Context: an optimization exercise on an open-source flow, tuned for small area. The choices shown serve that exercise and are no tape-out recipe.
Where RTL was checked, it was by simulation tests only, not by an equivalence proof against the original.
No functional check of the RTL was part of runs 1 to 4.
No run shown here takes its clock network from TritonCTS; it comes from the design's own scripts or RTL.
The flow treats the clock pin as an ideal source. Dropping or thinning the clock tree relies on that and would not hold on a real chip.
Power figures rest on the tool's default switching activity, not on a simulated workload.

[flow/flow/run.sh]
#!/bin/bash
# Own layout flow: the standard ORFS flow with these changes.
#  2. Port buffers are sky130_fd_sc_hd__buf_1 (every port still gets a buffer).
#  3. Clock tree: flow/cts_pre.tcl replaces TritonCTS with two clkbuf_8
#     buffers, each driving the clock pins of one half of the flip-flops.
set -euo pipefail
W=$(pwd)
export BUFFER_PORTS_ARGS="-buffer_cell sky130_fd_sc_hd__buf_1"
# Large buffers are kept out so that repair picks small ones.
export DONT_USE_CELLS="sky130_fd_sc_hd__buf_6 sky130_fd_sc_hd__buf_8 sky130_fd_sc_hd__buf_12 sky130_fd_sc_hd__buf_16 sky130_fd_sc_hd__bufbuf_8 sky130_fd_sc_hd__bufbuf_16"
export PRE_CTS_TCL="$W/flow/cts_pre.tcl"
export OWN_CLKBUF=sky130_fd_sc_hd__clkbuf_8
export OWN_CLKBUF_LEVELS=1
make -C "$FLOW_HOME" DESIGN_CONFIG="$W/config.mk" WORK_HOME="$W/orfs" CLKGATE_MAP_FILE= \
  SYNTH_SCRIPT="$W/flow/synth.tcl" ADDER_MAP_FILE= finish > "$W/orfs_make.log" 2>&1
R="$W/orfs/results/$FLOW_PLATFORM/stopwatch/base"
: # left out here: write the final layout as DEF
[flow/flow/abc01.script]
strash
balance; rewrite; refactor; balance; rewrite; rewrite -z; balance; refactor -z; rewrite -z; balance
balance -l; resub -K 6 -l; rewrite -l; resub -K 6 -N 2 -l; refactor -l; resub -K 8 -l; balance -l; resub -K 8 -N 2 -l; rewrite -l; resub -K 10 -l; rewrite -z -l; resub -K 10 -N 2 -l; balance -l; resub -K 12 -l; refactor -z -l; resub -K 12 -N 2 -l; rewrite -z -l; balance -l
balance; rewrite; refactor; balance; rewrite; rewrite -z; balance; refactor -z; rewrite -z; balance
balance -l; resub -K 6 -l; rewrite -l; resub -K 6 -N 2 -l; refactor -l; resub -K 8 -l; balance -l; resub -K 8 -N 2 -l; rewrite -l; resub -K 10 -l; rewrite -z -l; resub -K 10 -N 2 -l; balance -l; resub -K 12 -l; refactor -z -l; resub -K 12 -N 2 -l; rewrite -z -l; balance -l
dch -f
amap
topo
[flow/flow/abc02.script]
strash
balance -l; resub -K 6 -l; rewrite -l; resub -K 6 -N 2 -l; refactor -l; resub -K 8 -l; balance -l; resub -K 8 -N 2 -l; rewrite -l; resub -K 10 -l; rewrite -z -l; resub -K 10 -N 2 -l; balance -l; resub -K 12 -l; refactor -z -l; resub -K 12 -N 2 -l; rewrite -z -l; balance -l
balance -l; resub -K 6 -l; rewrite -l; resub -K 6 -N 2 -l; refactor -l; resub -K 8 -l; balance -l; resub -K 8 -N 2 -l; rewrite -l; resub -K 10 -l; rewrite -z -l; resub -K 10 -N 2 -l; balance -l; resub -K 12 -l; refactor -z -l; resub -K 12 -N 2 -l; rewrite -z -l; balance -l
dch -f
amap
topo
[flow/flow/abc03.script]
strash
fraig
balance -l; resub -K 6 -l; rewrite -l; resub -K 6 -N 2 -l; refactor -l; resub -K 8 -l; balance -l; resub -K 8 -N 2 -l; rewrite -l; resub -K 10 -l; rewrite -z -l; resub -K 10 -N 2 -l; balance -l; resub -K 12 -l; refactor -z -l; resub -K 12 -N 2 -l; rewrite -z -l; balance -l
balance -l; resub -K 6 -l; rewrite -l; resub -K 6 -N 2 -l; refactor -l; resub -K 8 -l; balance -l; resub -K 8 -N 2 -l; rewrite -l; resub -K 10 -l; rewrite -z -l; resub -K 10 -N 2 -l; balance -l; resub -K 12 -l; refactor -z -l; resub -K 12 -N 2 -l; rewrite -z -l; balance -l
dch -f
amap -m
topo
[flow/flow/abc04.script]
strash
balance -l; resub -K 6 -l; rewrite -l; resub -K 6 -N 2 -l; refactor -l; resub -K 8 -l; balance -l; resub -K 8 -N 2 -l; rewrite -l; resub -K 10 -l; rewrite -z -l; resub -K 10 -N 2 -l; balance -l; resub -K 12 -l; refactor -z -l; resub -K 12 -N 2 -l; rewrite -z -l; balance -l
balance -l; resub -K 6 -l; rewrite -l; resub -K 6 -N 2 -l; refactor -l; resub -K 8 -l; balance -l; resub -K 8 -N 2 -l; rewrite -l; resub -K 10 -l; rewrite -z -l; resub -K 10 -N 2 -l; balance -l; resub -K 12 -l; refactor -z -l; resub -K 12 -N 2 -l; rewrite -z -l; balance -l
balance -l; resub -K 6 -l; rewrite -l; resub -K 6 -N 2 -l; refactor -l; resub -K 8 -l; balance -l; resub -K 8 -N 2 -l; rewrite -l; resub -K 10 -l; rewrite -z -l; resub -K 10 -N 2 -l; balance -l; resub -K 12 -l; refactor -z -l; resub -K 12 -N 2 -l; rewrite -z -l; balance -l
balance -l; resub -K 6 -l; rewrite -l; resub -K 6 -N 2 -l; refactor -l; resub -K 8 -l; balance -l; resub -K 8 -N 2 -l; rewrite -l; resub -K 10 -l; rewrite -z -l; resub -K 10 -N 2 -l; balance -l; resub -K 12 -l; refactor -z -l; resub -K 12 -N 2 -l; rewrite -z -l; balance -l
dch -f
amap
topo
[flow/flow/abc05.script]
strash
balance -l; resub -K 6 -l; rewrite -l; resub -K 6 -N 2 -l; refactor -l; resub -K 8 -l; balance -l; resub -K 8 -N 2 -l; rewrite -l; resub -K 10 -l; rewrite -z -l; resub -K 10 -N 2 -l; balance -l; resub -K 12 -l; refactor -z -l; resub -K 12 -N 2 -l; rewrite -z -l; balance -l
&get -n
&dch -f
&nf -R 1000
&put
topo
[flow/flow/abc06.script]
strash
balance; rewrite; refactor; balance; rewrite; rewrite -z; balance; refactor -z; rewrite -z; balance
balance -l; resub -K 6 -l; rewrite -l; resub -K 6 -N 2 -l; refactor -l; resub -K 8 -l; balance -l; resub -K 8 -N 2 -l; rewrite -l; resub -K 10 -l; rewrite -z -l; resub -K 10 -N 2 -l; balance -l; resub -K 12 -l; refactor -z -l; resub -K 12 -N 2 -l; rewrite -z -l; balance -l
balance; rewrite; refactor; balance; rewrite; rewrite -z; balance; refactor -z; rewrite -z; balance
balance -l; resub -K 6 -l; rewrite -l; resub -K 6 -N 2 -l; refactor -l; resub -K 8 -l; balance -l; resub -K 8 -N 2 -l; rewrite -l; resub -K 10 -l; rewrite -z -l; resub -K 10 -N 2 -l; balance -l; resub -K 12 -l; refactor -z -l; resub -K 12 -N 2 -l; rewrite -z -l; balance -l
dch -f
amap
mfs -a -W 6
strash
dch -f
amap
topo
[flow/flow/abc07.script]
strash
dch
map -a
topo
[flow/flow/abc08.script]
strash
balance; rewrite; refactor; balance; rewrite; rewrite -z; balance; refactor -z; rewrite -z; balance
balance -l; resub -K 6 -l; rewrite -l; resub -K 6 -N 2 -l; refactor -l; resub -K 8 -l; balance -l; resub -K 8 -N 2 -l; rewrite -l; resub -K 10 -l; rewrite -z -l; resub -K 10 -N 2 -l; balance -l; resub -K 12 -l; refactor -z -l; resub -K 12 -N 2 -l; rewrite -z -l; balance -l
balance; rewrite; refactor; balance; rewrite; rewrite -z; balance; refactor -z; rewrite -z; balance
balance -l; resub -K 6 -l; rewrite -l; resub -K 6 -N 2 -l; refactor -l; resub -K 8 -l; balance -l; resub -K 8 -N 2 -l; rewrite -l; resub -K 10 -l; rewrite -z -l; resub -K 10 -N 2 -l; balance -l; resub -K 12 -l; refactor -z -l; resub -K 12 -N 2 -l; rewrite -z -l; balance -l
&get -n
&dch -f
&nf -R 1000 -F 8 -A 4 -p
&put
topo
[flow/flow/abc09.script]
strash
balance -l; resub -K 6 -l; rewrite -l; resub -K 6 -N 2 -l; refactor -l; resub -K 8 -l; balance -l; resub -K 8 -N 2 -l; rewrite -l; resub -K 10 -l; rewrite -z -l; resub -K 10 -N 2 -l; balance -l; resub -K 12 -l; refactor -z -l; resub -K 12 -N 2 -l; rewrite -z -l; balance -l
balance -l; resub -K 6 -l; rewrite -l; resub -K 6 -N 2 -l; refactor -l; resub -K 8 -l; balance -l; resub -K 8 -N 2 -l; rewrite -l; resub -K 10 -l; rewrite -z -l; resub -K 10 -N 2 -l; balance -l; resub -K 12 -l; refactor -z -l; resub -K 12 -N 2 -l; rewrite -z -l; balance -l
dch -f
amap
strash
dch -f
amap
topo
[flow/flow/abc10.script]
strash
balance -l; resub -K 6 -l; rewrite -l; resub -K 6 -N 2 -l; refactor -l; resub -K 8 -l; balance -l; resub -K 8 -N 2 -l; rewrite -l; resub -K 10 -l; rewrite -z -l; resub -K 10 -N 2 -l; balance -l; resub -K 12 -l; refactor -z -l; resub -K 12 -N 2 -l; rewrite -z -l; balance -l
balance -l; resub -K 6 -l; rewrite -l; resub -K 6 -N 2 -l; refactor -l; resub -K 8 -l; balance -l; resub -K 8 -N 2 -l; rewrite -l; resub -K 10 -l; rewrite -z -l; resub -K 10 -N 2 -l; balance -l; resub -K 12 -l; refactor -z -l; resub -K 12 -N 2 -l; rewrite -z -l; balance -l
amap
topo
[flow/flow/cts_pre.tcl]
set ::own_clkbuf_cell sky130_fd_sc_hd__clkbuf_4
set ::own_clkbuf_levels 2
if {[info exists ::env(OWN_CLKBUF)]} { set ::own_clkbuf_cell $::env(OWN_CLKBUF) }
if {[info exists ::env(OWN_CLKBUF_LEVELS)]} { set ::own_clkbuf_levels $::env(OWN_CLKBUF_LEVELS) }

proc own_bisect {items level} {
  if {$level == 0 || [llength $items] < 2} { return [list $items] }
  set axis [expr {$level % 2}]
  set s [lsort -integer -index $axis $items]
  set h [expr {[llength $s] / 2}]
  return [concat [own_bisect [lrange $s 0 [expr {$h - 1}]] [expr {$level - 1}]] \
                 [own_bisect [lrange $s $h end] [expr {$level - 1}]]]
}

proc clock_tree_synthesis {args} {
  set db [ord::get_db]
  set block [ord::get_db_block]
  set master [$db findMaster $::own_clkbuf_cell]
  set clk_net [[[$block findBTerm CLOCK_50] getNet] getName]
  set clk_net [$block findNet $clk_net]
  set keyed {}
  foreach it [$clk_net getITerms] {
    if {[$it isInputSignal]} {
      set box [[$it getInst] getBBox]
      lappend keyed [list [expr {([$box xMin] + [$box xMax]) / 2}] \
                          [expr {([$box yMin] + [$box yMax]) / 2}] $it]
    }
  }
  set g 0
  foreach grp [own_bisect $keyed $::own_clkbuf_levels] {
    set sx 0; set sy 0
    foreach k $grp { incr sx [lindex $k 0]; incr sy [lindex $k 1] }
    set cx [expr {$sx / [llength $grp]}]
    set cy [expr {$sy / [llength $grp]}]
    set net [odb::dbNet_create $block "clknet_own_$g"]
    $net setSigType CLOCK
    set inst [odb::dbInst_create $block $master "clkbuf_own_$g"]
    $inst setLocation $cx $cy
    $inst setPlacementStatus PLACED
    [$inst findITerm A] connect $clk_net
    [$inst findITerm X] connect $net
    foreach k $grp {
      set it [lindex $k 2]
      $it disconnect
      $it connect $net
    }
    incr g
  }
  puts "own clock tree: $g x $::own_clkbuf_cell for [llength $keyed] flip-flops"
  set_propagated_clock [all_clocks]
}
[flow/flow/synth.tcl]
set abc_scripts_own [lsort [glob [file join [file dirname [file normalize [info script]]] abc*.script]]]
proc synth {args} { yosys synth -nofsm -noshare {*}$args }
proc abc {args} {
  set j [lsearch -exact $args -D]
  if {$j >= 0} { set args [lreplace $args $j [expr {$j + 1}]] }
  set k [lsearch -exact $args -liberty]
  set lib [lindex $args [expr {$k + 1}]]
  set i [lsearch -exact $args -script]
  yosys design -save own_pre_abc
  set best ""
  set best_area 1e18
  foreach s $::abc_scripts_own {
    yosys design -load own_pre_abc
    yosys abc {*}[lreplace $args $i [expr {$i + 1}] -script $s]
    yosys opt_clean
    set st [yosys tee -q -s result.string stat -liberty $lib]
    regexp {Chip area for module[^:]*: ([0-9.]+)} $st -> area
    puts "own abc: $s area $area"
    if {$area < $best_area} {
      set best_area $area
      set best $s
      yosys design -save own_best_abc
    }
  }
  puts "own abc: kept $best area $best_area"
  yosys design -load own_best_abc
}
source $::env(SCRIPTS_DIR)/synth.tcl
# left out here: clear keep_hierarchy, flatten, clean up, hide names made inside functions, write 1_2_yosys.v
[flow/standard.sh]
#!/bin/bash
# synth_recipe.tcl (not shown) runs the flow's synth.tcl, then flattens the netlist and writes it again
# the make line also repeats each setting of config.mk as NAME=value (left out here)
make -C /OpenROAD-flow-scripts/flow DESIGN_CONFIG=/design/flow/config.mk WORK_HOME=/design/flow/orfs CLKGATE_MAP_FILE= SYNTH_SCRIPT=/design/flow/synth_recipe.tcl "${@:-finish}"
[flow/config.mk]
export PLATFORM = sky130hd
export DESIGN_NAME = stopwatch
export DESIGN_NICKNAME = stopwatch
export VERILOG_FILES = /design/flow/design.v
export SDC_FILE = /design/flow/constraint.sdc
export NUM_CORES = 4
export LEC_CHECK = 0
export ABC_AREA = 1
export CAP_MARGIN = 0
export CORE_MARGIN = 2
export CORE_UTILIZATION = 40
export GPL_TIMING_DRIVEN = 0
export SETUP_SLACK_MARGIN = -1.0
export SLEW_MARGIN = 0
[flow/constraint.sdc]
create_clock -name core_clock -period 5.0 [get_ports {CLOCK_50}]
set_input_delay 1.0000 -clock core_clock [delete_from_list [all_inputs] [get_ports {CLOCK_50}]]
set_output_delay 1.0000 -clock core_clock [all_outputs]
set_load 0.01 [all_outputs]
[flow/design.v]
module stopwatch(
    input            CLOCK_50,
    input      [3:0] KEY,
    input      [9:0] SW,
    output     [6:0] HEX0, HEX1, HEX2, HEX3
);
    function [4:0] digit_next;
        input [3:0] q;
        input en, rst;
        digit_next = {
            (q[0] & q[2] & en),
            (~q[1] & ~q[3] & en & ~rst) | (q[3] & ~en & ~rst),
            (q[2] & ~en & ~rst) | (q[3] & en & ~rst),
            ~((~q[1] & ~en) | (~q[0] & ~q[2] & ~q[3] & en) | (rst) | (~q[1] & q[3]) | (q[0] & q[2] & en)),
            (q[0] & ~en & ~rst) | (~q[0] & en & ~rst)};
    endfunction
    function [6:0] seg;
        input [3:0] q;
        seg = {
            (~q[1] & ~q[2]),
            ~((~q[0] & ~q[2]) | (q[1] & ~q[3])),
            (q[0]) | (q[1] & q[2]),
            (q[0] & ~q[1]) | (~q[0] & q[1] & q[2]),
            (~q[1] & q[2]),
            (q[1] & ~q[2] & ~q[3]),
            (~q[1] & q[3]) | (~q[0] & q[1] & q[2])};
    endfunction
    reg [2:0] ss_sync;
    reg [2:0] rst_sync;
    always @(posedge CLOCK_50) begin
        ss_sync  <= {ss_sync[1:0],  KEY[0]};
        rst_sync <= {rst_sync[1:0], KEY[1]};
    end
    wire ss  = ss_sync[1]  & ~ss_sync[2];
    wire rst = rst_sync[1] & ~rst_sync[2];
    reg running;
    always @(posedge CLOCK_50)
        running <= ~rst & (running ^ ss);
    reg [3:0] pre;
    wire [3:0] q = pre;
    wire run = running;
    wire tick = (q[0] & ~q[1] & q[3]);
    always @(posedge CLOCK_50)
        pre <= {~((~q[3] & ~run) | (q[3] & run) | (rst) | (q[0] & ~q[1] & q[3])), (q[2] & ~run & ~rst) | (~q[0] & run & ~rst), (q[1] & ~run & ~rst) | (q[2] & run & ~rst), (q[0] & ~q[3] & ~run & ~rst) | (q[1] & ~rst) | (q[2] & run & ~rst)};
    reg [3:0] d0, d1, d2, d3, d4, d5;
    wire [4:0] n0 = digit_next(d0, tick, rst);
    wire [4:0] n1 = digit_next(d1, n0[4], rst);
    wire [4:0] n2 = digit_next(d2, n1[4], rst);
    wire [4:0] n3 = digit_next(d3, n2[4], rst);
    wire [4:0] n4 = digit_next(d4, n3[4], rst);
    wire [4:0] n5 = digit_next(d5, n4[4], rst);
    always @(posedge CLOCK_50) begin
        d0 <= n0[3:0];
        d1 <= n1[3:0];
        d2 <= n2[3:0];
        d3 <= n3[3:0];
        d4 <= n4[3:0];
        d5 <= n5[3:0];
    end
    assign HEX3 = seg(SW[0] ? d5 : d3);
    assign HEX2 = seg(SW[0] ? d4 : d2);
    assign HEX1 = seg(SW[0] ? d3 : d1);
    assign HEX0 = seg(SW[0] ? d2 : d0);
endmodule
==> flow_summary.yaml, run 1 <==
run_status:
  status: "complete, no violations"
global_routing:
  grt_use_total_pct: 15.6
  grt_pass1_wl_um: 5380
  grt_max_degree: 19
  first_global_vias: 1298
  grt_overflow: 0
  antenna_found_initial: 0
worst_setup_path:
  r2r_start: "pre[3]"
  rr_endpoint: "d5[1]"
  rrSetupSlack_ns: 2.13
  worstPathArrival_ns: 3.19
  path_cells: "buf_1 > clkinv_1 > o22ai_1 > clkinv_1 > o21ai_0 > buf_1"
  critPathMaxStageDelay_ns: 0.61
  worstSetupPathType: "in2out"
  worstPathMaxFanout: 17
  slowest_stage: "clkinv_1"
  reg2reg_depth: 14
  startpoint_type: "input pin"
  required_ns: 4.00
  end_kind: "output pin"
synthesis:
  ys_async_sr_fraction_pct: 0
  synth_seq_cells: 35
  synthesis.nets: 196
  ys_types: 14
  yosysTopAreaCell: "dfxtp_1"
  netlist_top_cells_count: "35 x dfxtp_1, 31 x nor2_1, 22 x clkinv_1, 18 x o21ai_0, 16 x o22ai_1"
  synth_area_um2: 1450
  synth-edff-count: 0
  ys_warn_count: 1
  synth_top_area_share_pct: 48.2
  synth_top_flop_cell: "dfxtp_1"
  seq_area_frac_synth_pct: 48.2
  syn_avg_cell_area_um2: 8.03
  synthTopCellsByArea: "dfxtp_1 48%, nor2_1 8.0%, a211oi_1 7.2%"
  synthCells: 181
  yosysMostFrequentCell: "dfxtp_1"
layout:
  drive_above_1_share_pct: 1.86
  num_antenna_cells: 0
  fin_nets: 232
  nFillCells: 340
  syn2layout_area_growth_pct: 15.1
placed_design:
  dp_hpwl_um: 2500
  port_buffers: 31
  place_congestion: 0.836
die:
  die_y_um: 64.3
  core_area_um2: 3420
  initial_core_util_pct: 42.5
  io_pins: 43
  die_x_um: 64.3
  rows: 21
  dieArea_um2: 4130
detailed_routing:
  vias_per_cell: 5.45
  vias: 1422
  ant_nets: 0
  first_pass_iters: 4
  drt_iter0_markers: 69
  avgRoutedWirePerCell_um: 12.6
  wl_um: 3290
  drc: 0
power:
  total_power_mw: 0.560
  irDropWorstVdd_v: 0.000197
  p_leak_nw: 0.584
  powerDensity_nw_per_um2: 335
job:
  maxCapViolCount: 0
sta:
  slew-limit-headroom_pct: 51.4
  max_freq_mhz: 239
  rsz0062_at_grt: "no"
  setup_tns_ns: 0
  hold_ws_ns: 0.338
  worst_slew_pin_slew_ns: 0.729
  period_share_pct: 83.8
  setup_viol: 0
  drv_slew: 0
  final-hold-violation-count: 0
  clock_skew_ns: 0.00310
  fin_crit_ns: 4.19
hold_path:
  worstHoldStart: "rst_sync[0]"
  worstHoldEndpoint: "rst_sync[1]"
  min_path_type: "reg2reg"
  min_path_cells: 0
cts:
  post_cts_resized: 0
  postCtsSetupBuffers: 0
  path_clk_slew_ns: 0.10
  clk_latency_ns: 0.16
  hold_buffers: 0
worst max-delay path by stage:
stage	from	end	slack (ns)	depth (start not counted)
floorplan	SW[0]	HEX1[0]	2.01	4
global placement	SW[0]	HEX2[5]	1.00	6
detailed placement	SW[0]	HEX2[3]	0.89	6
CTS	SW[0]	HEX2[3]	0.87	6
global route	SW[0]	HEX2[3]	0.53	6
finish	SW[0]	HEX2[3]	0.81	6
stage by stage:
stage	area [µm²]	util, %	setup WS [ns]	std cells
finish	1670	48.9	0.809	261
global route	1670	48.9	0.533	261
CTS	1670	48.9	0.869	261
floorplan	1450	-	2.01	181
detailed placement	1640	48.1	0.885	259
global placement	1630	47.6	1.00	258
cell usage in the layout, fill, tap and decap left out:
cell type	synthesis	layout
nor2_1	31	31
a211oi_1	14	14
nor2b_1	2	1
a21oi_1	8	8
nand3_1	5	5
clkinv_1	22	22
nand2_1	8	8
o22ai_1	16	16
a22oi_1	5	5
dfxtp_1	35	35
a311oi_1	6	6
and3_1	4	4
nor3_1	7	7
buf_8	0	1
o21ai_0	18	18
buf_1	0	31
nor2b_2	0	1
clkbuf_8	0	2
report_power, final:
group	switching [mW]	internal, mW
logic	0.0743	0.0442
clock network	0.0705	0.0373
registers	0.0228	0.311
cell families after synthesis:
| group | count (synthesis) | share of synthesized area (%) |
|---|---|---|
| AOI/OAI and AO/OA | 67 | 29.3 |
| and+or+nand+nor | 57 | 16.8 |
| DFF | 35 | 48.2 |
| buffers and inverters | 22 | 5.68 |
layout make-up:
type | instances | area [µm²] | area share (%)
Timing Repair Buffer | 32 | 131 | 7.86
Multi-Input combinational cell | 124 | 672 | 40.2
Sequential cell | 35 | 701 | 41.9
Buffer | 2 | 27.5 | 1.65
Tap cell | 46 | 57.6 | 3.44
Inverter | 22 | 82.6 | 4.94
critical path, delay by kind of cell:
family,cells,cell delay (ns)
buffers and inverters,4,1.55
AOI/OAI and AO/OA,2,0.64
routing by layer:
metal	vias to the layer above	share of wire [%]	global-route usage (%)	wire [µm]
met4	0	1.6	2.93	52
met1	658	47	19.4	1540
met5	-	0	0	0
met2	31	48	29.7	1580
li1	728	-	-	-
met3	5	3.5	0.880	115
registers in the layout, indices dropped and copies added, names as in the netlist:
register and cells:
d0 4, d1 4, d2 4, d3 4
d4 4, d5 4, pre 4, rst_sync 3
ss_sync 3, running 1
==> inputs of run 2 (changes only) <==
--- a/flow/flow/run.sh
+++ b/flow/flow/run.sh
@@ -5,2 +5,4 @@
 #     buffers, each driving the clock pins of one half of the flip-flops.
+#  5. flow/resize_pre.tcl keeps large buffers out of placement repair.
+# Each tool's output goes to its own log file in the work folder.
 set -euo pipefail
@@ -8,5 +10,4 @@
 export BUFFER_PORTS_ARGS="-buffer_cell sky130_fd_sc_hd__buf_1"
-# Large buffers are kept out so that repair picks small ones.
-export DONT_USE_CELLS="sky130_fd_sc_hd__buf_6 sky130_fd_sc_hd__buf_8 sky130_fd_sc_hd__buf_12 sky130_fd_sc_hd__buf_16 sky130_fd_sc_hd__bufbuf_8 sky130_fd_sc_hd__bufbuf_16"
 export PRE_CTS_TCL="$W/flow/cts_pre.tcl"
+export PRE_RESIZE_TCL="$W/flow/resize_pre.tcl"
 export OWN_CLKBUF=sky130_fd_sc_hd__clkbuf_8
==> flow/flow/resize_pre.tcl (new file) <==
# PRE_RESIZE_TCL hook: keep large buffers out of repair_design, so that a
# high-fanout net is fixed with a small buffer or a resized driver.
set_dont_use {sky130_fd_sc_hd__buf_6 sky130_fd_sc_hd__buf_8 sky130_fd_sc_hd__buf_12 sky130_fd_sc_hd__buf_16 sky130_fd_sc_hd__bufbuf_8 sky130_fd_sc_hd__bufbuf_16}
==> run 2 against run 1 <==
Against the previous run:
- clock power about the same
- first-iteration DRC count increased by 13%
- highest routed layer unchanged
- wire length increased by 0.49%
- combinational power about the same
==> flow_summary.yaml, run 2 <==
global_routing:
  grt_max_degree: 19
  grt_overflow: 0
  first_global_vias: 1379
  grt_use_total_pct: 16.4
  grt_pass1_wl_um: 5690
  antenna_found_initial: 0
sta:
  drv_slew: 0
  period_share_pct: 83.2
  worst_slew_pin_slew_ns: 0.706
  max_freq_mhz: 240
  clock_skew_ns: 0.00582
  rsz0062_at_grt: "no"
  setup_viol: 0
  fin_crit_ns: 4.16
  slew-limit-headroom_pct: 52.9
  final-hold-violation-count: 0
  setup_tns_ns: 0
synthesis:
  synth_top_area_share_pct: 48.2
  netlist_top_cells_count: "35 x dfxtp_1, 31 x nor2_1, 22 x clkinv_1, 18 x o21ai_0, 16 x o22ai_1"
  synth_top_flop_cell: "dfxtp_1"
  ys_warn_count: 1
  synthCells: 181
  yosysTopAreaCell: "dfxtp_1"
  yosysMostFrequentCell: "dfxtp_1"
  ys_async_sr_fraction_pct: 0
  seq_area_frac_synth_pct: 48.2
  ys_types: 14
  synth_area_um2: 1450
  synth-edff-count: 0
  synth_seq_cells: 35
  syn_avg_cell_area_um2: 8.03
  synthTopCellsByArea: "dfxtp_1 48%, nor2_1 8.0%, a211oi_1 7.2%"
  synthesis.nets: 196
layout:
  nFillCells: 340
  fin_nets: 232
  syn2layout_area_growth_pct: 14.6
  final_area_um2: 1660
  layout_common_cells: "35 x dfxtp_1, 31 x nor2_1, 31 x buf_1, 22 x clkinv_1, 18 x o21ai_0"
  num_antenna_cells: 0
  final_common_cell: "dfxtp_1"
  drive_above_1_share_pct: 1.86
cts:
  post_cts_resized: 0
  postCtsSetupBuffers: 0
  path_clk_slew_ns: 0.11
  clk_latency_ns: 0.16
  hold_buffers: 0
die:
  die_y_um: 64.3
  core_area_um2: 3420
  rows: 21
  io_pins: 43
  dieArea_um2: 4130
  initial_core_util_pct: 42.5
  die_x_um: 64.3
power:
  irDropWorstVdd_v: 0.000191
  p_seq_share_pct: 59.9
  share_comb_of_total_power_pct: 21.1
  clkPwrFrac_pct: 19.0
  powerDensity_nw_per_um2: 336
  p_leak_nw: 0.581
  p_sw_mw: 0.166
  intPower_mw: 0.392
  switching_share_pct: 29.8
detailed_routing:
  drc: 0
  avgRoutedWirePerCell_um: 12.7
  vias_per_cell: 5.39
  wl_um: 3300
  drt_iter0_markers: 78
  vias: 1406
  first_pass_iters: 4
  ant_nets: 0
worst_setup_path:
  required_ns: 4.00
  worstSetupPathType: "in2out"
  startpoint_type: "input pin"
  worstPathArrival_ns: 3.16
  end_kind: "output pin"
  worstPathMaxFanout: 17
job:
  maxCapViolCount: 0
placed_design:
  port_buffers: 31
  dp_hpwl_um: 2530
  dpl-instance-area_um2: 1640
  place_congestion: 0.836
run_status:
  status: "complete, no violations"
hold_path:
  min_path_type: "reg2reg"
run 2: cell counts after synthesis:
Identical to the previous run, type by type.
run 2: area by class of cell:
| cell class | count | area (µm²) | share of cell area [%] |
|---|---|---|---|
| sequential | 35 | 701 | 42.1 |
| multi-input combinational | 124 | 672 | 40.4 |
| timing repair buffer | 32 | 124 | 7.44 |
| inverter | 22 | 82.6 | 4.96 |
| buffer | 2 | 27.5 | 1.65 |
| tap | 46 | 57.6 | 3.46 |
run 2: stage by stage:
step                      std cells  hold WS, ns  util [%]  power [mW]  setup slack (ns)
final                           261        0.338      48.7       0.558             0.842
after global routing            261        0.353      48.7       0.595             0.463
after CTS                       261        0.338      48.7       0.561             0.832
after detailed placement        259        0.312      47.9       0.459             0.851
after global placement          258        0.311      47.6       0.451              1.00
after floorplan                 181        0.310         -       0.420              2.01
run 2: logic make-up after synthesis:
| logic type | Yosys count | synth area share [%] |
|---|---|---|
| buffers and inverters | 22 | 5.68 |
| AND/OR/NAND/NOR | 57 | 16.8 |
| AO/OA/AOI/OAI | 67 | 29.3 |
| flip-flops | 35 | 48.2 |
run 2: power by group through the flow:
stage                     logic, mW  clock network, mW  registers, mW
after global routing          0.135              0.120          0.339
after floorplan              0.0859                  0          0.335
final                         0.118              0.106          0.335
after CTS                     0.118              0.109          0.334
after detailed placement      0.118                  0          0.340
after global placement        0.112                  0          0.339
run 2: routing by layer:
| metal | global-route usage (%) | vias to the layer above | share of wire, % |
|---|---|---|---|
| li1 | - | 733 | - |
| met1 | 20.3 | 638 | 46 |
| met2 | 31.6 | 32 | 49 |
| met3 | 0.704 | 3 | 3.8 |
| met4 | 2.66 | 0 | 1.1 |
| met5 | 0 | - | 0 |
run 2: path summary, 6_finish.rpt:
| path | start | endpoint | slack [ns] | cells past startpoint |
|---|---|---|---|---|
| worst max-delay path | SW[0] | HEX2[3] | 0.84 | 6 |
| worst min-delay path | rst_sync[0] | rst_sync[1] | 0.34 | 0 |
| worst min register to register | rst_sync[0] | rst_sync[1] | 0.34 | 0 |
| worst max register to register | pre[1] | d5[1] | 2.15 | 15 |
run 2: worst max-delay path: stages:
cell,delay (ns)
buf_1,0.52
clkinv_1,0.59
o22ai_1,0.41
clkinv_1,0.22
o21ai_0,0.24
buf_1,0.18
==> inputs of run 3 (changes only) <==
==> flow/flow/resize_pre.tcl (replaced) <==
# PRE_RESIZE_TCL hook: keep large buffers out of repair_design, so that a
# high-fanout net is fixed with a small buffer or a resized driver.
set_dont_use {sky130_fd_sc_hd__buf_4 sky130_fd_sc_hd__buf_6 sky130_fd_sc_hd__buf_8 sky130_fd_sc_hd__buf_12 sky130_fd_sc_hd__buf_16 sky130_fd_sc_hd__bufbuf_8 sky130_fd_sc_hd__bufbuf_16}
==> run 3 against run 2 <==
Against the previous run:
- global-route usage decreased by 0.068 points
- synthesized area unchanged
- sequential share of layout area grew 0.064 points
- critical endpoint unchanged
==> flow_summary.yaml, run 3 <==
sta:
  clock_skew_ns: 0.00412
  setup_viol: 0
  setup_tns_ns: 0
  worst_slew_pin_slew_ns: 0.730
  fin_crit_ns: 4.18
  max_freq_mhz: 239
  rsz0062_at_grt: "no"
  final-hold-violation-count: 0
  period_share_pct: 83.6
  slew-limit-headroom_pct: 51.3
  drv_slew: 0
worst_setup_path:
  worstSetupPathType: "in2out"
  required_ns: 4.00
  worstPathMaxFanout: 17
  startpoint_type: "input pin"
  worstPathArrival_ns: 3.18
  end_kind: "output pin"
synthesis:
  syn_avg_cell_area_um2: 8.03
  synthTopCellsByArea: "dfxtp_1 48%, nor2_1 8.0%, a211oi_1 7.2%"
  synth_seq_cells: 35
  ys_types: 14
  synth-edff-count: 0
  netlist_top_cells_count: "35 x dfxtp_1, 31 x nor2_1, 22 x clkinv_1, 18 x o21ai_0, 16 x o22ai_1"
  ys_async_sr_fraction_pct: 0
  synthCells: 181
  yosysTopAreaCell: "dfxtp_1"
  synth_area_um2: 1450
  seq_area_frac_synth_pct: 48.2
  synth_top_flop_cell: "dfxtp_1"
  synth_top_area_share_pct: 48.2
  ys_warn_count: 1
  yosysMostFrequentCell: "dfxtp_1"
  synthesis.nets: 196
detailed_routing:
  vias: 1432
  drt_iter0_markers: 67
  first_pass_iters: 4
  wl_um: 3280
  vias_per_cell: 5.49
  avgRoutedWirePerCell_um: 12.6
  drc: 0
  ant_nets: 0
die:
  die_x_um: 64.3
  io_pins: 43
  initial_core_util_pct: 42.5
  die_y_um: 64.3
  rows: 21
  core_area_um2: 3420
  dieArea_um2: 4130
placed_design:
  port_buffers: 31
  dp_hpwl_um: 2540
  dpl-instance-area_um2: 1630
  place_congestion: 0.836
run_status:
  status: "complete, no violations"
global_routing:
  grt_use_total_pct: 16.3
  first_global_vias: 1362
  antenna_found_initial: 0
  met3_usage_pct: 0.704
  grt_overflow: 0
  use_met2_pct: 31.0
  grt_pass1_wl_um: 5640
  top_usage_layer: "met2"
  grt_max_degree: 19
  grtUsageMet1_pct: 20.7
cts:
  postCtsSetupBuffers: 0
  post_cts_resized: 0
  path_clk_slew_ns: 0.10
  clk_latency_ns: 0.16
  hold_buffers: 0
layout:
  drive_above_1_share_pct: 1.86
  num_antenna_cells: 0
  layout_common_cells: "35 x dfxtp_1, 31 x nor2_1, 31 x buf_1, 22 x clkinv_1, 18 x o21ai_0"
  final_area_um2: 1660
  fin_nets: 232
  final_common_cell: "dfxtp_1"
  syn2layout_area_growth_pct: 14.4
job:
  maxCapViolCount: 0
power:
  p_leak_nw: 0.581
  irDropWorstVdd_v: 0.000209
  powerDensity_nw_per_um2: 335
hold_path:
  min_path_type: "reg2reg"
==> run 3: cell types whose count changed in the layout (fill, tap and decap cells not counted) <==
cell	change
buf_2	+1
buf_4	-1
==> run 3: power breakdown <==
part | internal [mW] | total, mW | switching, mW
Clock | 0.0372 | 0.105 | 0.0674
Sequential | 0.311 | 0.335 | 0.0236
Combinational | 0.0433 | 0.117 | 0.0739
Total | 0.392 | 0.557 | 0.165
==> run 3: cells by family after synthesis <==
family / share of synthesized area [%]
compound gates: 29.3
buf+inv: 5.68
flops: 48.2
simple gates: 16.8
==> run 3: area by class of cell <==
cell class,instances,area (µm²)
Buffer,2,27.5
Fill cell,346,1750
Inverter,22,82.6
Multi-Input combinational cell,124,672
Sequential cell,35,701
Tap cell,46,57.6
Timing Repair Buffer,32,121
==> run 3: metal layers <==
metal	routed length, µm	up-vias
met5	0	-
met4	36	0
met3	137	3
met2	1630	36
met1	1480	656
li1	-	737
==> run 3: path summary, 6_finish.rpt <==
kind                     from          end  slack [ns]  depth (start not counted)
setup / recovery        SW[0]      HEX2[3]        0.82                          6
hold / removal    rst_sync[0]  rst_sync[1]        0.34                          0
setup reg to reg       pre[1]        d5[1]        2.15                         15
hold reg to reg   rst_sync[0]  rst_sync[1]        0.34                          0
==> run 3: per-stage QoR <==
step | instances | total power, mW | util, % | worst slack (ns) | hold slack [ns]
floorplan | 181 | 0.420 | - | 2.01 | 0.310
global placement | 258 | 0.451 | 47.6 | 1.00 | 0.311
detailed placement | 259 | 0.459 | 47.8 | 0.851 | 0.312
CTS | 261 | 0.561 | 48.6 | 0.832 | 0.338
global route | 261 | 0.596 | 48.6 | 0.466 | 0.353
finish | 261 | 0.557 | 48.6 | 0.822 | 0.337
==> run 3: worst max-delay path, cell delays in order <==
cell and delay [ns]:
buf_1 0.54, clkinv_1 0.58, o22ai_1 0.41, clkinv_1 0.22, o21ai_0 0.24, buf_1 0.18
==> inputs of run 4 (changes only) <==
--- a/flow/config.mk
+++ b/flow/config.mk
@@ -10,4 +10,5 @@
 export CORE_MARGIN = 2
-export CORE_UTILIZATION = 40
+export CORE_UTILIZATION = 70
 export GPL_TIMING_DRIVEN = 0
+export PLACE_DENSITY = 0.8
 export SETUP_SLACK_MARGIN = -1.0
==> run 4 against run 3 <==
Against the previous run:
- wire length fell by 2.8%
- clock power barely moved
- synthesized cell count did not move
- critical path type unchanged
- critical endpoint is now HEX2[4]
- largest power group unchanged
- highest routed layer unchanged
==> flow_summary.yaml, run 4 <==
synthesis:
  synth_seq_cells: 35
  ys_async_sr_fraction_pct: 0
  synthesis.nets: 196
  ys_types: 14
  synthTopCellsByArea: "dfxtp_1 48%, nor2_1 8.0%, a211oi_1 7.2%"
  synth_top_area_share_pct: 48.2
  syn_avg_cell_area_um2: 8.03
  yosysTopAreaCell: "dfxtp_1"
  synth-edff-count: 0
  synth_area_um2: 1450
  seq_area_frac_synth_pct: 48.2
  synthCells: 181
  yosysMostFrequentCell: "dfxtp_1"
  netlist_top_cells_count: "35 x dfxtp_1, 31 x nor2_1, 22 x clkinv_1, 18 x o21ai_0, 16 x o22ai_1"
  ys_warn_count: 1
  synth_top_flop_cell: "dfxtp_1"
layout:
  layout_common_cells: "35 x dfxtp_1, 31 x nor2_1, 31 x buf_1, 22 x clkinv_1, 18 x o21ai_0"
  drive_above_1_share_pct: 1.86
  regArea_um2: 701
  syn2layout_area_growth_pct: 12.7
  multi_input_area_um2: 672
  fin_nets: 232
  fin_util_pct: 83.5
  num_antenna_cells: 0
  final_common_cell: "dfxtp_1"
  nFillCells: 126
detailed_routing:
  wl_um: 3190
  avgRoutedWirePerCell_um: 13.2
  drc: 0
  drt_iter0_markers: 37
  vias_per_cell: 6.04
  first_pass_iters: 4
  ant_nets: 0
  vias: 1461
sta:
  period_share_pct: 81.8
  worst_slew_pin_slew_ns: 0.693
  max_freq_mhz: 245
  drv_slew: 0
  setup_viol: 0
  final-hold-violation-count: 0
  setup_tns_ns: 0
  fin_crit_ns: 4.09
  rsz0062_at_grt: "no"
  clock_skew_ns: 0.00655
  slew-limit-headroom_pct: 53.8
global_routing:
  first_global_vias: 1345
  grt_max_degree: 19
  grt_overflow: 0
  grt_pass1_wl_um: 5320
  antenna_found_initial: 0
  grt_use_total_pct: 26.2
cts:
  clk_latency_ns: 0.16
  postCtsSetupBuffers: 0
  hold_buffers: 0
  path_clk_slew_ns: 0.10
  post_cts_resized: 0
power:
  p_leak_nw: 0.581
  share_comb_of_total_power_pct: 21.3
  powerDensity_nw_per_um2: 341
  irDropWorstVdd_v: 0.000263
  p_sw_mw: 0.168
  clkPwrFrac_pct: 18.8
  intPower_mw: 0.392
  switching_share_pct: 30.0
  p_seq_share_pct: 59.9
hold_path:
  min_path_type: "reg2reg"
  worstHoldStart: "ss_sync[0]"
worst_setup_path:
  worstPathMaxFanout: 17
  r2r_start: "pre[3]"
  slowest_stage: "clkinv_1"
  startpoint: "SW[0]"
  startpoint_type: "input pin"
  end_kind: "output pin"
  worstSetupPathType: "in2out"
  required_ns: 4.00
  worstPathArrival_ns: 3.09
  critPathMaxStageDelay_ns: 0.57
  path_cells: "buf_1 > clkinv_1 > o22ai_1 > clkinv_1 > o21ai_0 > buf_1"
die:
  core_area_um2: 1960
  dieArea_um2: 2460
  die_y_um: 49.6
  initial_core_util_pct: 74.0
  rows: 16
  io_pins: 43
  die_x_um: 49.6
placed_design:
  port_buffers: 31
  dp_hpwl_um: 2450
  place_congestion: 0.810
job:
  maxCapViolCount: 0
run_status:
  status: "complete, no violations"
[run 4: stage by stage]
step | instances | power [mW] | area, µm² | setup WS, ns | hold WS (ns)
global placement | 239 | 0.450 | 1600 | 1.07 | 0.318
floorplan | 181 | 0.420 | 1450 | 2.01 | 0.310
finish | 242 | 0.559 | 1640 | 0.911 | 0.352
detailed placement | 240 | 0.459 | 1610 | 0.994 | 0.324
CTS | 242 | 0.560 | 1640 | 0.974 | 0.354
global route | 242 | 0.585 | 1640 | 0.739 | 0.359
[run 4: cells by family after synthesis]
kind of cell,count (synthesis),share of synthesized area [%]
AND/OR/NAND/NOR,57,16.8
buffers and inverters,22,5.68
flip-flops,35,48.2
AO/OA/AOI/OAI,67,29.3
[run 4: path summary, 6_finish.rpt]
path           endpoint  slack (ns)  cells past startpoint
max reg2reg       d5[1]        2.13                     14
min          ss_sync[1]        0.35                      0
max             HEX2[4]        0.91                      6
min reg2reg  ss_sync[1]        0.35                      0
[run 4: metal layers]
metal | track usage, % | wire, µm | part of all wire [%]
met4 | 6.02 | 29 | 0.91
met2 | 53.1 | 1660 | 52
met1 | 28.5 | 1320 | 41
met5 | 0 | 0 | 0
met3 | 2.73 | 180 | 5.6
[run 4: power by group through the flow]
stage	Combinational, mW	Sequential [mW]	Clock (mW)
global route	0.134	0.338	0.114
global placement	0.111	0.339	0
floorplan	0.0859	0.335	0
detailed placement	0.118	0.340	0
finish	0.119	0.335	0.105
CTS	0.118	0.334	0.107
[run 4: final cells by class]
cell class,instances,share of cell area [%]
Inverter,22,5.04
Multi-Input combinational cell,124,41.0
Buffer,2,1.68
Tap cell,27,2.06
Sequential cell,35,42.8
Timing Repair Buffer,32,7.41
[run 4: critical path, delay by kind of cell]
family | cells | cell delay (ns)
AO/OA/AOI/OAI | 2 | 0.62
buffers and inverters | 4 | 1.45
==> inputs of run 5 (changes only) <==
--- a/flow/design.v
+++ b/flow/design.v
@@ -10,7 +10,7 @@
         digit_next = {
-            (q[0] & q[2] & en),
-            (~q[1] & ~q[3] & en & ~rst) | (q[3] & ~en & ~rst),
-            (q[2] & ~en & ~rst) | (q[3] & en & ~rst),
-            ~((~q[1] & ~en) | (~q[0] & ~q[2] & ~q[3] & en) | (rst) | (~q[1] & q[3]) | (q[0] & q[2] & en)),
-            (q[0] & ~en & ~rst) | (~q[0] & en & ~rst)};
+            (~q[2] & ~q[3] & en),
+            ~((~q[3] & ~en) | (q[1] & ~q[3]) | (rst) | (~q[2] & en)),
+            (q[2] & ~en) | (~q[2] & en) | (rst) | (q[0]),
+            (q[1] & ~en & ~rst) | (q[3] & en & ~rst),
+            (q[0] & ~en & ~rst) | (~q[1] & q[3] & en & ~rst) | (q[0] & ~q[3] & ~rst)};
     endfunction
@@ -19,9 +19,9 @@
         seg = {
-            (~q[1] & ~q[2]),
-            ~((~q[0] & ~q[2]) | (q[1] & ~q[3])),
-            (q[0]) | (q[1] & q[2]),
-            (q[0] & ~q[1]) | (~q[0] & q[1] & q[2]),
-            (~q[1] & q[2]),
-            (q[1] & ~q[2] & ~q[3]),
-            (~q[1] & q[3]) | (~q[0] & q[1] & q[2])};
+            (~q[0] & ~q[1] & q[2]) | (~q[2] & q[3]),
+            (q[0] & ~q[3]) | (~q[2] & q[3]),
+            ~((~q[0] & q[2]) | (q[1] & ~q[3])),
+            (~q[1] & q[3]) | (q[1] & ~q[2]),
+            (q[0] & q[1] & ~q[3]),
+            (q[1] & q[2] & q[3]),
+            (~q[1] & q[3])};
     endfunction
--- a/flow/config.mk
+++ b/flow/config.mk
@@ -10,5 +10,4 @@
 export CORE_MARGIN = 2
-export CORE_UTILIZATION = 70
+export CORE_UTILIZATION = 40
 export GPL_TIMING_DRIVEN = 0
-export PLACE_DENSITY = 0.8
 export SETUP_SLACK_MARGIN = -1.0
==> run 5 against run 4 <==
Against the previous run:
- flip-flop and latch count unchanged
- register-to-register slack worse by 0.56 ns
- via count fell by 4.8%
- wire length grew 1.3%
- sequential share of layout area fell by 0.065 points
- critical path type unchanged
==> flow_summary.yaml, run 5 <==
detailed_routing:
  avgRoutedWirePerCell_um: 12.7
  drc: 0
  wl_um: 3230
  vias: 1391
  drt_iter0_markers: 89
  ant_nets: 0
  first_pass_iters: 4
  vias_per_cell: 5.48
worst_setup_path:
  end_kind: "output pin"
  cp-endpoint: "HEX0[5]"
  critPathMaxStageDelay_ns: 0.59
  reg2reg_depth: 10
  rrSetupSlack_ns: 1.57
  rr_endpoint: "d5[0]"
  worstPathArrival_ns: 3.26
  worstSetupPathType: "in2out"
  worstPathMaxFanout: 17
  path_cells: "buf_1 > clkinv_1 > o22ai_1 > clkinv_1 > o22ai_1 > buf_1"
  required_ns: 4.00
  startpoint_type: "input pin"
  r2r_start: "pre[1]"
  slowest_stage: "clkinv_1"
  startpoint: "SW[0]"
synthesis:
  synthesis.nets: 190
  synthTopCellsByArea: "dfxtp_1 49%, nor2_1 9.4%, o22ai_1 8.7%"
  yosysMostFrequentCell: "nor2_1"
  syn_avg_cell_area_um2: 8.22
  ys_warn_count: 1
  netlist_top_cells_count: "36 x nor2_1, 35 x dfxtp_1, 20 x o22ai_1, 16 x o21ai_0, 15 x a21oi_1"
  seq_area_frac_synth_pct: 48.7
  ys_types: 17
  synth_area_um2: 1440
  synth-edff-count: 0
  synthCells: 175
  synth_top_flop_cell: "dfxtp_1"
  synth_seq_cells: 35
  ys_async_sr_fraction_pct: 0
  synth_top_area_share_pct: 48.7
  yosysTopAreaCell: "dfxtp_1"
sta:
  max_freq_mhz: 235
  setup_viol: 0
  period_share_pct: 85.2
  clock_skew_ns: 0.00626
  drv_slew: 0
  slew-limit-headroom_pct: 41.9
  rsz0062_at_grt: "no"
  fin_crit_ns: 4.26
  final-hold-violation-count: 0
  setup_tns_ns: 0
  worst_slew_pin_slew_ns: 0.869
  finalWorstSetupSlack_ns: 0.738
placed_design:
  post-place-ws_ns: 0.784
  dp.cells: 252
  port_buffers: 31
  dp_hpwl_um: 2360
  place_congestion: 0.770
hold_path:
  worstHoldStart: "rst_sync[0]"
  min_path_type: "reg2reg"
power:
  switching_share_pct: 29.1
  p_leak_nw: 0.594
  irDropWorstVdd_v: 0.000179
  share_comb_of_total_power_pct: 20.8
  p_sw_mw: 0.160
  intPower_mw: 0.390
  clkPwrFrac_pct: 18.8
  powerDensity_nw_per_um2: 335
  p_seq_share_pct: 60.4
cts:
  clk_latency_ns: 0.16
  postCtsSetupBuffers: 0
  path_clk_slew_ns: 0.10
  hold_buffers: 0
  post_cts_resized: 0
global_routing:
  grt_pass1_wl_um: 5640
  grt_use_total_pct: 16.2
  first_global_vias: 1301
  antenna_found_initial: 0
  grt_max_degree: 19
  grt_overflow: 0
layout:
  final_common_cell: "nor2_1"
  num_antenna_cells: 0
  stdcell_count: 254
  drive_above_1_share_pct: 0.962
  layout_common_cells: "36 x nor2_1, 35 x dfxtp_1, 31 x buf_1, 20 x o22ai_1, 16 x o21ai_0"
  syn2layout_area_growth_pct: 14.0
  fin_nets: 225
die:
  core_area_um2: 3390
  rows: 21
  dieArea_um2: 4090
  initial_core_util_pct: 42.5
  die_x_um: 64.0
  die_y_um: 64.0
  io_pins: 43
run_status:
  status: "complete, no violations"
job:
  maxCapViolCount: 0
[run 5: logic make-up (layout without fill, tap and decap cells)]
group                  Yosys count  after routing  synth area share [%]
AO/OA/AOI/OAI                   68             68                  29.3
AND/OR/NAND/NOR                 60             60                  18.9
flip-flops                      35             35                  48.7
buffers and inverters           12             45                  3.13
[run 5: worst min-delay path by stage]
| stage | depth (start not counted) | slack, ns | to |
|---|---|---|---|
| 2_1_floorplan | 0 | 0.31 | rst_sync[1] |
| 3_3_place_gp | 0 | 0.31 | rst_sync[1] |
| 3_5_place_dp | 0 | 0.31 | rst_sync[1] |
| 4_1_cts | 0 | 0.34 | rst_sync[1] |
| 5_1_grt | 0 | 0.34 | rst_sync[1] |
| 6_report | 0 | 0.34 | rst_sync[1] |
[run 5: final cells by class]
| class | instances | area, µm² |
|---|---|---|
| Fill cell | 344 | 1750 |
| Sequential cell | 35 | 701 |
| Buffer | 2 | 27.5 |
| Tap cell | 46 | 57.6 |
| Timing Repair Buffer | 31 | 116 |
| Inverter | 12 | 45.0 |
| Multi-Input combinational cell | 128 | 693 |
[run 5: metrics by stage]
step / area [µm²] / total power [mW] / hold slack, ns / utilization (%)
after detailed placement: 1610 / 0.453 / 0.315 / 47.6
after CTS: 1640 / 0.555 / 0.339 / 48.4
after global placement: 1610 / 0.447 / 0.312 / 47.6
after global routing: 1640 / 0.591 / 0.343 / 48.4
final: 1640 / 0.550 / 0.336 / 48.4
after floorplan: 1440 / 0.416 / 0.310 / -
[run 5: critical path, delay by kind of cell]
kind,cells,cell delay [ns]
AOI/OAI and AO/OA,2,0.77
buffers and inverters,4,1.48
[run 5: power groups by stage]
stage               Combinational, mW  Sequential (mW)  Clock (mW)
global route                    0.132            0.337       0.122
detailed placement              0.115            0.338           0
global placement                0.110            0.337           0
CTS                             0.116            0.331       0.108
floorplan                      0.0847            0.331           0
finish                          0.115            0.332       0.103
[run 5: per-layer routing]
| layer | GRT usage (%) | part of all wire, % | vias up | wire [µm] |
|---|---|---|---|---|
| li1 | - | - | 715 | - |
| met1 | 21.6 | 45 | 641 | 1450 |
| met2 | 28.9 | 50 | 32 | 1620 |
| met5 | 0 | 0 | - | 0 |
| met3 | 1.41 | 3.9 | 3 | 126 |
| met4 | 2.45 | 1.0 | 0 | 33 |
==> inputs of run 6 (changes only) <==
--- a/flow/design.v
+++ b/flow/design.v
@@ -41,5 +41,5 @@
     wire run = running;
-    wire tick = (q[0] & ~q[1] & q[3]);
+    wire tick = (q[0] & q[1] & q[3]);
     always @(posedge CLOCK_50)
-        pre <= {~((~q[3] & ~run) | (q[3] & run) | (rst) | (q[0] & ~q[1] & q[3])), (q[2] & ~run & ~rst) | (~q[0] & run & ~rst), (q[1] & ~run & ~rst) | (q[2] & run & ~rst), (q[0] & ~q[3] & ~run & ~rst) | (q[1] & ~rst) | (q[2] & run & ~rst)};
+        pre <= {~((~q[3] & ~run) | (q[3] & run) | (rst) | (q[0] & q[1] & q[3])), (q[2] & ~run) | (rst) | (q[0] & run), (q[2] & run) | (rst) | (q[1] & ~run), (q[0] & ~q[3] & ~run & ~rst) | (~q[1] & ~rst) | (~q[2] & run & ~rst)};
     reg [3:0] d0, d1, d2, d3, d4, d5;
==> run 6 against run 5 <==
Against the previous run:
- fmax shrank 0.94%
- sequential power fell by 1%
- worst setup slack lost 0.041 ns
- clock skew is 0.0030 ns lower
- critical endpoint is now HEX0[2]
- largest cell class unchanged
==> flow_summary.yaml, run 6 <==
power:
  p_sw_mw: 0.159
  irDropWorstVdd_v: 0.000187
  p_leak_nw: 0.593
  switching_share_pct: 29.2
  intPower_mw: 0.386
  powerDensity_nw_per_um2: 332
  clkPwrFrac_pct: 19.8
  share_comb_of_total_power_pct: 19.9
  p_seq_share_pct: 60.3
  total_power_mw: 0.544
worst_setup_path:
  worstSetupPathType: "in2out"
  startpoint_type: "input pin"
  end_kind: "output pin"
  cp-endpoint: "HEX0[2]"
  r2r_start: "pre[0]"
  rrSetupSlack_ns: 1.58
  startpoint: "SW[0]"
  worstPathMaxFanout: 17
  rr_endpoint: "d5[0]"
  worstPathArrival_ns: 3.30
  required_ns: 4.00
  reg2reg_depth: 9
layout:
  num_antenna_cells: 0
  nFillCells: 336
  layout_common_cells: "36 x nor2_1, 35 x dfxtp_1, 31 x buf_1, 21 x o22ai_1, 16 x o21ai_0"
  fin_nets: 225
  final_common_cell: "nor2_1"
  drive_above_1_share_pct: 0.962
  syn2layout_area_growth_pct: 14.0
synthesis:
  synth_top_flop_cell: "dfxtp_1"
  synthesis.nets: 190
  synth_top_area_share_pct: 48.8
  yosysTopAreaCell: "dfxtp_1"
  ys_warn_count: 1
  netlist_top_cells_count: "36 x nor2_1, 35 x dfxtp_1, 21 x o22ai_1, 16 x o21ai_0, 14 x a21oi_1"
  ys_async_sr_fraction_pct: 0
  syn_avg_cell_area_um2: 8.21
  synth_area_um2: 1440
  synthTopCellsByArea: "dfxtp_1 49%, nor2_1 9.4%, o22ai_1 9.1%"
  yosysMostFrequentCell: "nor2_1"
  synth_seq_cells: 35
  synth-edff-count: 0
  seq_area_frac_synth_pct: 48.8
  synthCells: 175
  ys_types: 17
global_routing:
  top_usage_layer: "met2"
  grt_overflow: 0
  first_global_vias: 1337
  grt_use_total_pct: 16.3
  use_met2_pct: 29.2
  grt_pass1_wl_um: 5640
  antenna_found_initial: 0
  grt_max_degree: 19
  grtUsageMet1_pct: 21.1
  met3_usage_pct: 1.94
die:
  die_x_um: 63.9
  initial_core_util_pct: 42.4
  die_y_um: 63.9
  core_area_um2: 3390
  rows: 21
  dieArea_um2: 4090
  io_pins: 43
detailed_routing:
  vias: 1407
  first_pass_iters: 4
  drt_iter0_markers: 97
  vias_per_cell: 5.54
  ant_nets: 0
  drc: 0
  avgRoutedWirePerCell_um: 13.0
  wl_um: 3300
placed_design:
  port_buffers: 31
  dp_hpwl_um: 2390
  place_congestion: 0.755
cts:
  path_clk_slew_ns: 0.10
  postCtsSetupBuffers: 0
  post_cts_resized: 0
  hold_buffers: 0
  clk_latency_ns: 0.16
sta:
  period_share_pct: 86.1
  slew-limit-headroom_pct: 44.4
  final-hold-violation-count: 0
  fin_crit_ns: 4.30
  drv_slew: 0
  clock_skew_ns: 0.00322
  worst_slew_pin_slew_ns: 0.832
  setup_tns_ns: 0
  max_freq_mhz: 232
  hold_ws_ns: 0.337
  setup_viol: 0
  rsz0062_at_grt: "no"
hold_path:
  min_path_type: "reg2reg"
run_status:
  status: "complete, no violations"
job:
  maxCapViolCount: 0
==> run 6: logic make-up (layout without fill, tap and decap cells) <==
family	count (synthesis)	after routing	share of synthesized area, %
compound gates	67	67	28.9
simple gates	61	61	19.2
buf+inv	12	45	3.14
flops	35	35	48.8
==> run 6: metal layers <==
layer  share of wire (%)  up-vias
li1                    -      710
met1                  46      651
met2                  47       43
met3                 5.5        3
met4                0.82        0
met5                   0        -
==> run 6: final cells by class <==
type	instances	area [µm²]	share of cell area (%)
sequential	35	701	42.8
inverter	12	45.0	2.75
tap	46	57.6	3.51
timing repair buffer	31	116	7.10
buffer	2	27.5	1.68
multi-input combinational	128	691	42.2
==> run 6: critical path: stages <==
cell and delay [ns]:
buf_1 0.54, clkinv_1 0.59, o22ai_1 0.58, clkinv_1 0.20
nor3_1 0.21, buf_1 0.17
==> run 6: how the worst min path moves through the flow <==
stage | start | end | slack (ns) | cells after the start
6_report | rst_sync[0] | rst_sync[1] | 0.34 | 0
5_1_grt | ss_sync[0] | ss_sync[1] | 0.36 | 0
4_1_cts | rst_sync[0] | rst_sync[1] | 0.34 | 0
3_5_place_dp | rst_sync[0] | rst_sync[1] | 0.31 | 0
3_3_place_gp | rst_sync[0] | rst_sync[1] | 0.31 | 0
2_1_floorplan | rst_sync[0] | rst_sync[1] | 0.31 | 0
==> run 6: through the flow <==
stage | cell area [µm²] | setup slack (ns) | std cells | util (%)
floorplan | 1440 | 1.86 | 175 | -
global placement | 1610 | 0.850 | 252 | 47.5
detailed placement | 1610 | 0.738 | 252 | 47.5
CTS | 1640 | 0.745 | 254 | 48.3
global route | 1640 | 0.368 | 254 | 48.3
finish | 1640 | 0.697 | 254 | 48.3
==> run 6: power groups by stage <==
stage	Combinational (mW)	Sequential, mW	Clock (mW)
2_1_floorplan	0.0792	0.328	0
3_3_place_gp	0.104	0.333	0
3_5_place_dp	0.108	0.334	0
4_1_cts	0.109	0.328	0.112
5_1_grt	0.123	0.332	0.128
6_report	0.108	0.328	0.108
==> inputs of run 7 (changes only) <==
--- a/flow/design.v
+++ b/flow/design.v
@@ -10,7 +10,7 @@
         digit_next = {
-            (~q[2] & ~q[3] & en),
-            ~((~q[3] & ~en) | (q[1] & ~q[3]) | (rst) | (~q[2] & en)),
-            (q[2] & ~en) | (~q[2] & en) | (rst) | (q[0]),
+            (q[2] & ~q[3] & en),
+            ~((~q[3] & ~en) | (q[1] & ~q[3]) | (rst) | (q[2] & en)),
+            (~q[0] & ~q[2] & en & ~rst) | (q[2] & ~en & ~rst),
             (q[1] & ~en & ~rst) | (q[3] & en & ~rst),
-            (q[0] & ~en & ~rst) | (~q[1] & q[3] & en & ~rst) | (q[0] & ~q[3] & ~rst)};
+            (q[0] & ~en & ~rst) | (q[0] & ~q[3] & ~rst) | (~q[1] & q[3] & en & ~rst)};
     endfunction
@@ -19,8 +19,8 @@
         seg = {
-            (~q[0] & ~q[1] & q[2]) | (~q[2] & q[3]),
-            (q[0] & ~q[3]) | (~q[2] & q[3]),
-            ~((~q[0] & q[2]) | (q[1] & ~q[3])),
-            (~q[1] & q[3]) | (q[1] & ~q[2]),
+            (~q[0] & ~q[1] & ~q[2]) | (q[2] & q[3]),
+            (q[0] & ~q[3]) | (q[2] & q[3]),
+            ~((~q[0] & ~q[2]) | (q[1] & ~q[3])),
+            (~q[1] & q[3]) | (q[1] & q[2]),
             (q[0] & q[1] & ~q[3]),
-            (q[1] & q[2] & q[3]),
+            (q[1] & ~q[2] & q[3]),
             (~q[1] & q[3])};
@@ -41,5 +41,5 @@
     wire run = running;
-    wire tick = (q[0] & q[1] & q[3]);
+    wire tick = (q[0] & ~q[1] & q[3]);
     always @(posedge CLOCK_50)
-        pre <= {~((~q[3] & ~run) | (q[3] & run) | (rst) | (q[0] & q[1] & q[3])), (q[2] & ~run) | (rst) | (q[0] & run), (q[2] & run) | (rst) | (q[1] & ~run), (q[0] & ~q[3] & ~run & ~rst) | (~q[1] & ~rst) | (~q[2] & run & ~rst)};
+        pre <= {~((~q[3] & ~run) | (q[3] & run) | (rst) | (q[0] & ~q[1] & q[3])), (q[2] & ~run & ~rst) | (~q[0] & run & ~rst), (q[1] & ~run & ~rst) | (q[2] & run & ~rst), (q[0] & ~q[3] & ~run & ~rst) | (q[1] & ~rst) | (q[2] & run & ~rst)};
     reg [3:0] d0, d1, d2, d3, d4, d5;
--- a/flow/flow/run.sh
+++ b/flow/flow/run.sh
@@ -5,4 +5,2 @@
 #     buffers, each driving the clock pins of one half of the flip-flops.
-#  5. flow/resize_pre.tcl keeps large buffers out of placement repair.
-# Each tool's output goes to its own log file in the work folder.
 set -euo pipefail
@@ -11,3 +9,2 @@
 export PRE_CTS_TCL="$W/flow/cts_pre.tcl"
-export PRE_RESIZE_TCL="$W/flow/resize_pre.tcl"
 export OWN_CLKBUF=sky130_fd_sc_hd__clkbuf_8
removed: flow/flow/resize_pre.tcl
==> run 7 against run 6 <==
Against the previous run:
- wire length down 4.3%
- worst setup slack better by 0.12 ns
- largest power group unchanged
- synthesized cell count up 9.7%
- via count up 0.78%
- register-to-register slack worse by 0.10 ns
- core utilization up 0.40 points
- fmax up 2.9%
- sequential share of layout area down 0.68 points
- first-iteration DRC count down 56%
- highest routed layer unchanged
- critical path depth up 1
==> flow_summary.yaml, run 7 <==
run_status:
  status: "complete, no violations"
sta:
  worst_slew_pin_slew_ns: 0.892
  rsz0062_at_grt: "no"
  clock_skew_ns: 0.00605
  finalWorstSetupSlack_ns: 0.819
  setup_tns_ns: 0
  slew-limit-headroom_pct: 40.4
  period_share_pct: 83.6
  setup_viol: 0
  max_freq_mhz: 239
  final-hold-violation-count: 0
  fin_crit_ns: 4.18
  drv_slew: 0
placed_design:
  port_buffers: 31
  place_congestion: 0.832
  dpl-instance-area_um2: 1640
  dp_hpwl_um: 2380
  post-place-ws_ns: 0.850
hold_path:
  min_path_type: "reg2reg"
  worstHoldStart: "ss_sync[0]"
  min_path_cells: 0
  worstHoldEndpoint: "ss_sync[1]"
die:
  dieArea_um2: 4160
  io_pins: 43
  core_area_um2: 3420
  initial_core_util_pct: 42.8
  die_x_um: 64.5
  die_y_um: 64.5
  rows: 21
cts:
  path_clk_slew_ns: 0.10
  postCtsSetupBuffers: 0
  clk_latency_ns: 0.16
  hold_buffers: 0
  post_cts_resized: 0
detailed_routing:
  ant_nets: 0
  drt_iter0_markers: 43
  first_pass_iters: 4
  avgRoutedWirePerCell_um: 11.7
  vias: 1418
  drc: 0
  vias_per_cell: 5.23
  wl_um: 3160
worst_setup_path:
  reg2reg_depth: 12
  end_kind: "output pin"
  rrSetupSlack_ns: 1.48
  worstPathMaxFanout: 17
  worstPathArrival_ns: 3.18
  required_ns: 4.00
  worstSetupPathType: "in2out"
  rr_endpoint: "d5[0]"
  startpoint_type: "input pin"
  r2r_start: "pre[3]"
global_routing:
  antenna_found_initial: 0
  first_global_vias: 1266
  grt_pass1_wl_um: 5340
  grt_max_degree: 19
  grt_overflow: 0
  grt_use_total_pct: 15.2
layout:
  num_antenna_cells: 0
  drive_above_1_share_pct: 0.889
  fin_nets: 242
  layout_common_cells: "59 x nor2_1, 35 x dfxtp_1, 31 x buf_1, 24 x o22ai_1, 16 x o21ai_0"
  final_area_um2: 1660
  nFillCells: 352
  final_common_cell: "nor2_1"
  syn2layout_area_growth_pct: 13.8
synthesis:
  synthesis.nets: 207
  synth_top_area_share_pct: 47.9
  seq_area_frac_synth_pct: 47.9
  synth_top_flop_cell: "dfxtp_1"
  ys_types: 16
  syn_avg_cell_area_um2: 7.62
  synth-edff-count: 0
  ys_async_sr_fraction_pct: 0
  netlist_top_cells_count: "59 x nor2_1, 35 x dfxtp_1, 24 x o22ai_1, 16 x o21ai_0"
  synthCells: 192
  synth_area_um2: 1460
  yosysTopAreaCell: "dfxtp_1"
  synthTopCellsByArea: "dfxtp_1 48%, nor2_1 15%, o22ai_1 10%"
  synth_seq_cells: 35
  yosysMostFrequentCell: "nor2_1"
  ys_warn_count: 1
power:
  total_power_mw: 0.559
  irDropWorstVdd_v: 0.000123
  powerDensity_nw_per_um2: 336
  p_leak_nw: 0.632
job:
  maxCapViolCount: 0
## run 7: cells by family (layout without fill, tap and decap cells)
group | count (synthesis) | count (layout) | share of synthesized area (%)
multiplexers | 1 | 1 | 0.684
buffers and inverters | 13 | 46 | 3.34
AO/OA/AOI/OAI | 60 | 60 | 24.0
AND/OR/NAND/NOR | 83 | 83 | 24.1
flip-flops | 35 | 35 | 47.9
## run 7: through the flow
stage	hold slack, ns	utilization [%]	cells
4_1_cts	0.340	48.7	271
3_3_place_gp	0.312	47.9	269
2_1_floorplan	0.310	-	192
6_report	0.336	48.7	271
3_5_place_dp	0.315	47.9	269
5_1_grt	0.343	48.7	271
## run 7: critical path, stage by stage
cell,delay [ns]
buf_1,0.54
clkinv_1,0.60
o22ai_1,0.42
clkinv_1,0.20
o22ai_1,0.22
nor2_1,0.06
buf_1,0.14
## run 7: where the power goes
group	switching, mW	leakage (nW)	internal [mW]	total (mW)
Sequential	0.0248	0.286	0.310	0.335
Clock	0.0674	0.0144	0.0372	0.105
Combinational	0.0747	0.331	0.0451	0.120
Total	0.167	0.632	0.392	0.559
## run 7: worst max path at each step
stage	from	end	slack [ns]	cells past startpoint
2_1_floorplan	pre[3]	d5[0]	1.86	12
3_3_place_gp	SW[0]	HEX2[1]	0.95	7
3_5_place_dp	SW[0]	HEX1[1]	0.85	7
4_1_cts	SW[0]	HEX0[1]	0.85	7
5_1_grt	SW[0]	HEX2[4]	0.58	6
6_report	SW[0]	HEX2[1]	0.82	7
## run 7: per-layer routing
layer  routed length, µm  track usage (%)  vias to the layer above
met4                  21             2.39                        0
met3                  94             1.04                        2
met5                   0                0                        -
met2                1470             27.3                       20
met1                1580             20.5                      653
li1                    -                -                      743
## run 7: cell type report
type	instances	area, µm²	area share, %
tap	46	57.6	3.46
inverter	13	48.8	2.93
timing repair buffer	31	116	6.99
multi-input combinational	144	713	42.9
buffer	2	27.5	1.65
sequential	35	701	42.1

## what the ideal ports hide
Ports are ideal in the flow. The routed layouts listed here were re-timed in OpenROAD. Step 1, drivers: a clkbuf_16 drives CLOCK_50 and a buf_2 each remaining input, both assumed. Step 2 adds t to the input delays and takes it off the output delays; t is the mean of the earliest and latest rising clock arrival at the registers after step 1. Input paths then give back, and output paths get back, about the clock's delay inside the block. Slacks: ideal / step 1 / step 2; pairs: ideal / step 1.
| run | t (ns) | setup WS [ns] | worst hold slack (ns) | worst setup path after step 2 |
|---|---|---|---|---|
| run 1 | 0.196 | 0.809 / 0.780 / 0.780 | 0.338 / 0.338 / 0.338 | input to output |
| run 2 | 0.193 | 0.842 / 0.816 / 0.816 | 0.338 / 0.338 / 0.338 | input to output |
| run 3 | 0.192 | 0.822 / 0.793 / 0.793 | 0.337 / 0.337 / 0.337 | input to output |
| run 4 | 0.188 | 0.911 / 0.886 / 0.886 | 0.352 / 0.352 / 0.352 | input to output |
| run 5 | 0.190 | 0.738 / 0.704 / 0.704 | 0.336 / 0.336 / 0.336 | input to output |
| run 6 | 0.192 | 0.697 / 0.664 / 0.664 | 0.337 / 0.337 / 0.337 | input to output |
| run 7 | 0.191 | 0.819 / 0.786 / 0.786 | 0.336 / 0.336 / 0.336 | input to output |
After both steps every run listed still meets setup and hold. For run 5, which loses most, drivers alone change the setup slack by -0.034 ns; drivers and shift together by -0.034 ns.
